From an optimization exercise on the open Yosys and OpenROAD flow, aimed at small area, a short achievable clock period and few clock cycles per item; shortcuts taken in it are not production practice. Function was checked by simulation only, so behaviour that the tests miss may differ from the original.

// float64_mul
module float64_mul (
        ap_clk,
        ap_rst,
        ap_start,
        ap_done,
        ap_idle,
        ap_ready,
        a,
        b,
        ap_return
);
clock: 10.0 ns
lec_check: 0
cap_margin: 30
core_margin: 2
core_utilization: 40
setup_slack_margin: 2.5
slew_margin: 30
standard.sh (not shown) runs the stock make flow with config.mk's settings and CLKGATE_MAP_FILE= SYNTH_SCRIPT=/design/flow/synth_recipe.tcl, a recipe that flattens the netlist after the stock synthesis.
==> flow/flow/run.sh <==
#!/bin/bash
# The standard layout (the standard.sh, unchanged synthesis), except that the port
# buffers that global placement inserts on every input and output are plain
# sky130_fd_sc_hd__buf_4 cells instead of the delay buffers buffer_ports picks by default.
set -euo pipefail
export BUFFER_PORTS_ARGS="-buffer_cell sky130_fd_sc_hd__buf_4"
bash standard.sh finish > orfs_make.log 2>&1
Testbench counts at the start, summed over its fixed seeds: cycles 9,600, items 2,400.
Next try:
--- a/flow/design.v
+++ b/flow/design.v
@@ -4460,22 +4460,20 @@
 wire [11:0] esum = {1'b0, ea[10:1], ea[0] | a_ez} + {1'b0, eb[10:1], eb[0] | b_ez};
 wire fast = ~a_ez & ~b_ez & (esum >= 12'd1024) & (esum <= 12'd3068);
 reg  [2:0]  state;
 reg  [72:0] acc_s;
 reg  [72:0] acc_c;
 reg  [17:0] ch0;          
 reg  [17:0] ch1;          
 reg  [12:0] e;            
 reg         fast_r;       
 reg  [10:0] ebase_r;
-reg  [10:0] ebase1_r;
-reg  [10:0] ebase2_r;
 wire st_idle = (state == S_IDLE);
 wire st_it1  = (state == S_IT1);
 wire st_it2  = (state == S_IT2);
 wire st_fin  = (state == S_FIN);
 wire st_slow = (state == S_SLOW);
 wire st_it0  = (state == S_IT0);
 wire st_spc  = (state == S_SPC);
 wire first   = st_idle | st_it0;
 reg bhid_r;
 reg asub;
@@ -4486,21 +4484,21 @@
 wire [18:0] rsum  = {1'b0, acc_s[17:0]} + {1'b0, acc_c[17:0]};
 wire [54:0] as_in = first ? 55'd0 : acc_s[72:18];
 wire [54:0] ac_in = first ? 55'd0 : acc_c[72:18];
 wire        cin   = ~first & rsum[18];
 wire [72:0] ts, tc;
 wire        inj   = st_it2 & fast_r;
 mstep u_step (.x(sig_a), .w(w), .first(first), .as_in(as_in), .ac_in(ac_in), .cin(cin),
               .inj(inj), .ts(ts), .tc(tc));
 wire [69:0]  hi   = acc_s[69:0] + acc_c[69:0];
 wire [105:0] y    = {hi, ch1, ch0};
-wire [105:0] r    = {acc_s[69:0], ch1, ch0};
+wire [105:0] r    = y;
 wire r_top   = r[105];
 wire e_gt1   = ~e[12] & (e > 13'd1);
 wire e_lt1   = e[12] | (e == 13'd0);
 wire e_vlow  = e[12] & (e < 13'h1fc8);          
 wire slow_done = ~(~r_top & e_gt1) & ~e_lt1;
 wire slow_ovf  = ~e[12] & (e >= 13'd2047);
 wire shl = ~r_top & e_gt1;
 wire redo = a_ez & ~asub;
 always @(posedge ap_clk) begin
     if (ap_rst | (st_slow & slow_done))
@@ -4518,77 +4516,76 @@
         S_IT0:  state <= S_IT1;
         S_IT1:  state <= S_IT2;
         S_IT2:  state <= S_FIN;
         S_FIN:  state <= fast_r ? S_IDLE : (redo ? S_IT0 : S_SLOW);
         default: if (slow_done) state <= S_IDLE;
         endcase
     end
 end
 reg [105:0] r_next;
 always @(*) begin
-    if (shl)
+    if (st_fin)
+        r_next = r;
+    else if (shl)
         r_next = {r[104:0], 1'b0};
     else if (e_vlow)
         r_next = 106'd1;
     else
         r_next = {1'b0, r[105:2], r[1] | r[0]};
 end
 always @(posedge ap_clk) begin
-    if (st_slow) begin
+    if (st_fin | st_slow) begin
         acc_s <= {3'b000, r_next[105:36]};
-        acc_c <= 73'd1 << 15;
-    end else if (st_fin) begin
-        acc_s <= {3'b000, hi};
-        acc_c <= 73'd1 << 15;
+        acc_c <= 73'd0;
     end else begin
         acc_s <= ts;
         acc_c <= tc;
     end
 end
 always @(posedge ap_clk) begin
     if (st_slow) begin
         ch0 <= r_next[17:0];
         ch1 <= r_next[35:18];
     end else begin
         if (st_it1) ch0 <= rsum[17:0];
         if (st_it2) ch1 <= rsum[17:0];
     end
 end
 always @(posedge ap_clk) begin
     fast_r  <= fast;
     ebase_r <= esum[10:0] - 11'd1023;
-    ebase1_r <= esum[10:0] - 11'd1022;
-    ebase2_r <= esum[10:0] - 11'd1021;
 end
 always @(posedge ap_clk) begin
     if (st_fin)
         e <= {1'b0, esum} - 13'd1022;
     else if (st_slow) begin
         if (shl)
             e <= e - 13'd1;
         else if (e_vlow)
             e <= 13'd1;
         else if (e_lt1)
             e <= e + 13'd1;
     end
 end
 wire        t     = y[105] | st_slow;
 wire [14:0] zx    = acc_s[14:0] ^ acc_c[14:0];
 wire [14:0] zo    = {acc_s[13:0] | acc_c[13:0], 1'b0};
 wire        z50   = ~|{zx ^ zo, ch1, ch0};
-wire        inc1  = y[52] & y[51];
+wire        inc1  = st_slow ? (y[52] & (y[53] | y[51] | ~z50)) : (y[52] & y[51]);
 wire [52:0] m1    = {1'b0, y[104:53]} + {52'd0, inc1};
 wire        co1   = m1[52];
-wire [51:0] mant1 = {m1[51:1], m1[0] & ~(inc1 & z50)};
+wire [51:0] mant1 = {m1[51:1], m1[0] & ~(inc1 & z50 & ~st_slow)};
 wire [51:0] mant0 = {y[103:53], y[52] & ~(z50 & ~y[51])};
 wire [10:0] em1   = e[10:0] - 11'd1;
 wire [10:0] ep1   = e[10:0] + 11'd1;
 wire [10:0] exp1s = (y[105] & co1) ? ep1 : (y[105] | co1) ? e[10:0] : em1;
-wire [10:0] exp1  = st_slow ? exp1s : (co1 ? ebase2_r : ebase1_r);
+wire [10:0] ebase1 = ebase_r + 11'd1;
+wire [10:0] ebase2 = ebase_r + 11'd2;
+wire [10:0] exp1  = st_slow ? exp1s : (co1 ? ebase2 : ebase1);
 wire [62:0] rounded = t ? {exp1, mant1} : {ebase_r, mant0};
 assign ap_return = st_spc ? special_val :
                    (st_slow & slow_ovf) ? {zs, 11'h7ff, 52'd0} :
                    {zs, rounded};
 assign ap_ready = ap_start & (st_spc | (st_fin & fast_r) | (st_slow & slow_done));
 assign ap_idle  = ~ap_start;
 assign ap_done  = ap_ready | ap_idle;
 endmodule
What happened: Setup slack degrades by 0.043 ns; non-clock buffer count grows by 60; utilization increases by 1.5 points; cell area went up by 2.0%; sequential share of layout area falls by 1.1 points; area after synthesis shrinks by 1.1%; cell count barely changes; hold slack improved by 0.086 ns; via count increases by 1.2%.
Testbench counts after the change, summed over its fixed seeds: cycles 9,600, items 2,400.

---

Setup of green:
float64_mul again, from the RTL that the note above started with.
// float64_mul
module float64_mul (
        ap_clk,
        ap_rst,
        ap_start,
        ap_done,
        ap_idle,
        ap_ready,
        a,
        b,
        ap_return
);
input   ap_clk;
input   ap_rst;
input   ap_start;
output  ap_done;
output  ap_idle;
output  ap_ready;
input  [63:0] a;
input  [63:0] b;
output [63:0] ap_return;
localparam [2:0] S_IDLE = 3'd0, S_IT1 = 3'd1, S_IT2 = 3'd2, S_FIN = 3'd3, S_SLOW = 3'd4, S_IT0 = 3'd5,
                 S_SPC = 3'd6;
wire        sa = a[63];
wire        sb = b[63];
wire [10:0] ea = a[62:52];
wire [10:0] eb = b[62:52];
wire [51:0] fa = a[51:0];
wire [51:0] fb = b[51:0];
wire        zs = sa ^ sb;
wire a_ez = (ea == 11'd0);
wire b_ez = (eb == 11'd0);
wire a_em = (ea == 11'h7ff);
wire b_em = (eb == 11'h7ff);
wire a_fz = (fa == 52'd0);
wire b_fz = (fb == 52'd0);
wire a_nan  = a_em & ~a_fz;
wire b_nan  = b_em & ~b_fz;
wire a_snan = a_nan & ~fa[51];
wire b_snan = b_nan & ~fb[51];
wire a_inf  = a_em & a_fz;
wire b_inf  = b_em & b_fz;
wire a_zero = a_ez & a_fz;
wire b_zero = b_ez & b_fz;
wire sp_nan  = a_nan | b_nan;
wire sp_nanb = sp_nan & (b_snan | (b_nan & ~a_snan));
wire sp_nana = sp_nan & ~sp_nanb;
wire sp_dnan = ~sp_nan & ((a_inf & b_zero) | (b_inf & a_zero));
  ...
==> flow/config.mk <==
export PLATFORM = sky130hd
export DESIGN_NAME = float64_mul
export DESIGN_NICKNAME = float64_mul
export VERILOG_FILES = /design/flow/design.v
export SDC_FILE = /design/flow/constraint.sdc
export NUM_CORES = 4
export LEC_CHECK = 0
export CAP_MARGIN = 25
export CORE_MARGIN = 2
export CORE_UTILIZATION = 45
export SETUP_SLACK_MARGIN = 2.5
export SLEW_MARGIN = 25
==> flow/constraint.sdc <==
create_clock -name core_clock -period 10.0 [get_ports {ap_clk}]
set_input_delay 2.0000 -clock core_clock [delete_from_list [all_inputs] [get_ports {ap_clk}]]
set_output_delay 2.0000 -clock core_clock [all_outputs]
set_load 0.01 [all_outputs]
==> flow/flow/run.sh <==
#!/bin/bash
# The standard layout (the standard.sh, unchanged synthesis), except that the port
# buffers that global placement inserts on every input and output are plain
# sky130_fd_sc_hd__buf_2 cells instead of the delay buffers buffer_ports picks by default.
set -euo pipefail
export BUFFER_PORTS_ARGS="-buffer_cell sky130_fd_sc_hd__buf_2"
bash standard.sh finish > orfs_make.log 2>&1
green went all the way through synthesis, placement and routing and the layout is clean on timing, DRC and antenna.
Testbench counts of green, summed over its fixed seeds: cycles 9,600, items 2,400.
Here is what was changed in the inputs of purple compared with green.
diff --git a/flow/design.v b/flow/design.v
--- a/flow/design.v
+++ b/flow/design.v
@@ -4461,20 +4461,18 @@
 wire fast = ~a_ez & ~b_ez & (esum >= 12'd1024) & (esum <= 12'd3068);
 reg  [2:0]  state;
 reg  [72:0] acc_s;
 reg  [72:0] acc_c;
 reg  [17:0] ch0;          
 reg  [17:0] ch1;          
 reg  [12:0] e;            
 reg         fast_r;       
 reg  [10:0] ebase_r;
-reg  [10:0] ebase1_r;
-reg  [10:0] ebase2_r;
 wire st_idle = (state == S_IDLE);
 wire st_it1  = (state == S_IT1);
 wire st_it2  = (state == S_IT2);
 wire st_fin  = (state == S_FIN);
 wire st_slow = (state == S_SLOW);
 wire st_it0  = (state == S_IT0);
 wire st_spc  = (state == S_SPC);
 wire first   = st_idle | st_it0;
 reg bhid_r;
@@ -4550,20 +4548,18 @@
         ch1 <= r_next[35:18];
     end else begin
         if (st_it1) ch0 <= rsum[17:0];
         if (st_it2) ch1 <= rsum[17:0];
     end
 end
 always @(posedge ap_clk) begin
     fast_r  <= fast;
     ebase_r <= esum[10:0] - 11'd1023;
-    ebase1_r <= esum[10:0] - 11'd1022;
-    ebase2_r <= esum[10:0] - 11'd1021;
 end
 always @(posedge ap_clk) begin
     if (st_fin)
         e <= {1'b0, esum} - 13'd1022;
     else if (st_slow) begin
         if (shl)
             e <= e - 13'd1;
         else if (e_vlow)
             e <= 13'd1;
@@ -4577,18 +4573,20 @@
 wire        z50   = ~|{zx ^ zo, ch1, ch0};
 wire        inc1  = y[52] & y[51];
 wire [52:0] m1    = {1'b0, y[104:53]} + {52'd0, inc1};
 wire        co1   = m1[52];
 wire [51:0] mant1 = {m1[51:1], m1[0] & ~(inc1 & z50)};
 wire [51:0] mant0 = {y[103:53], y[52] & ~(z50 & ~y[51])};
 wire [10:0] em1   = e[10:0] - 11'd1;
 wire [10:0] ep1   = e[10:0] + 11'd1;
 wire [10:0] exp1s = (y[105] & co1) ? ep1 : (y[105] | co1) ? e[10:0] : em1;
-wire [10:0] exp1  = st_slow ? exp1s : (co1 ? ebase2_r : ebase1_r);
+wire [10:0] ebase1 = ebase_r + 11'd1;
+wire [10:0] ebase2 = ebase_r + 11'd2;
+wire [10:0] exp1  = st_slow ? exp1s : (co1 ? ebase2 : ebase1);
 wire [62:0] rounded = t ? {exp1, mant1} : {ebase_r, mant0};
 assign ap_return = st_spc ? special_val :
                    (st_slow & slow_ovf) ? {zs, 11'h7ff, 52'd0} :
                    {zs, rounded};
 assign ap_ready = ap_start & (st_spc | (st_fin & fast_r) | (st_slow & slow_done));
 assign ap_idle  = ~ap_start;
 assign ap_done  = ap_ready | ap_idle;
 endmodule
==> notes.md <==
Changes observed in purple relative to green: count of cell instances traversed by the critical path increased 5; wire length of the first global-routing pass has increased.
purple ran to completion and came out clean on the timing, design-rule and antenna checks.
[compare] base=green new=purple: core utilization now sits higher; wire length after detailed routing now sits higher.
purple gives less die outline area than green did.
In the reports for purple and green, the larger count of buffers not belonging to the clock network in the layout belongs to green.
purple ends up with a minimum period implied by the final worst setup slack that is 180 ps higher than in green.
Comparing purple and green, layout overhead on the synthesized area is lower on green.
Against green, the final cell area of purple is lower.
Testbench counts of purple, summed over its fixed seeds: cycles 9,600, items 2,400.

separate check: timing with driven ports:
In the flow no input, the clock included, has a driving cell. The finished layouts below were timed again as built, in two steps. Step 1: set_driving_cell puts a clkbuf_16 on ap_clk and a buf_2 on each other input, an assumption about the parent block. Step 2 times the ports against the registers' clock, not the clock port: input delays grow and output delays shrink by t, the midpoint of the rising clock arrivals with the driver on. a / b / c = ideal / step 1 / step 2; a / b = the first two.
run	shift t [ns]	slack for setup (ns)	worst setup path at the end	latest minus earliest clock arrival (ns)	worst data-port slew with drivers (ns)
the first run of note 1	0.631	2.517 / 2.461 / 2.075	input to register	0.024 / 0.023	0.05
the second run of note 1	0.677	2.474 / 2.406 / 2.205	input to register	0.062 / 0.062	0.06
green	0.639	2.554 / 2.497 / 2.060	input to register	0.019 / 0.019	0.04
purple	0.629	2.375 / 2.319 / 2.017	input to register	0.030 / 0.031	0.04
After both steps every run listed still meets setup and hold. For green, which loses most, drivers alone change the setup slack by -0.057 ns; drivers and shift together by -0.494 ns.
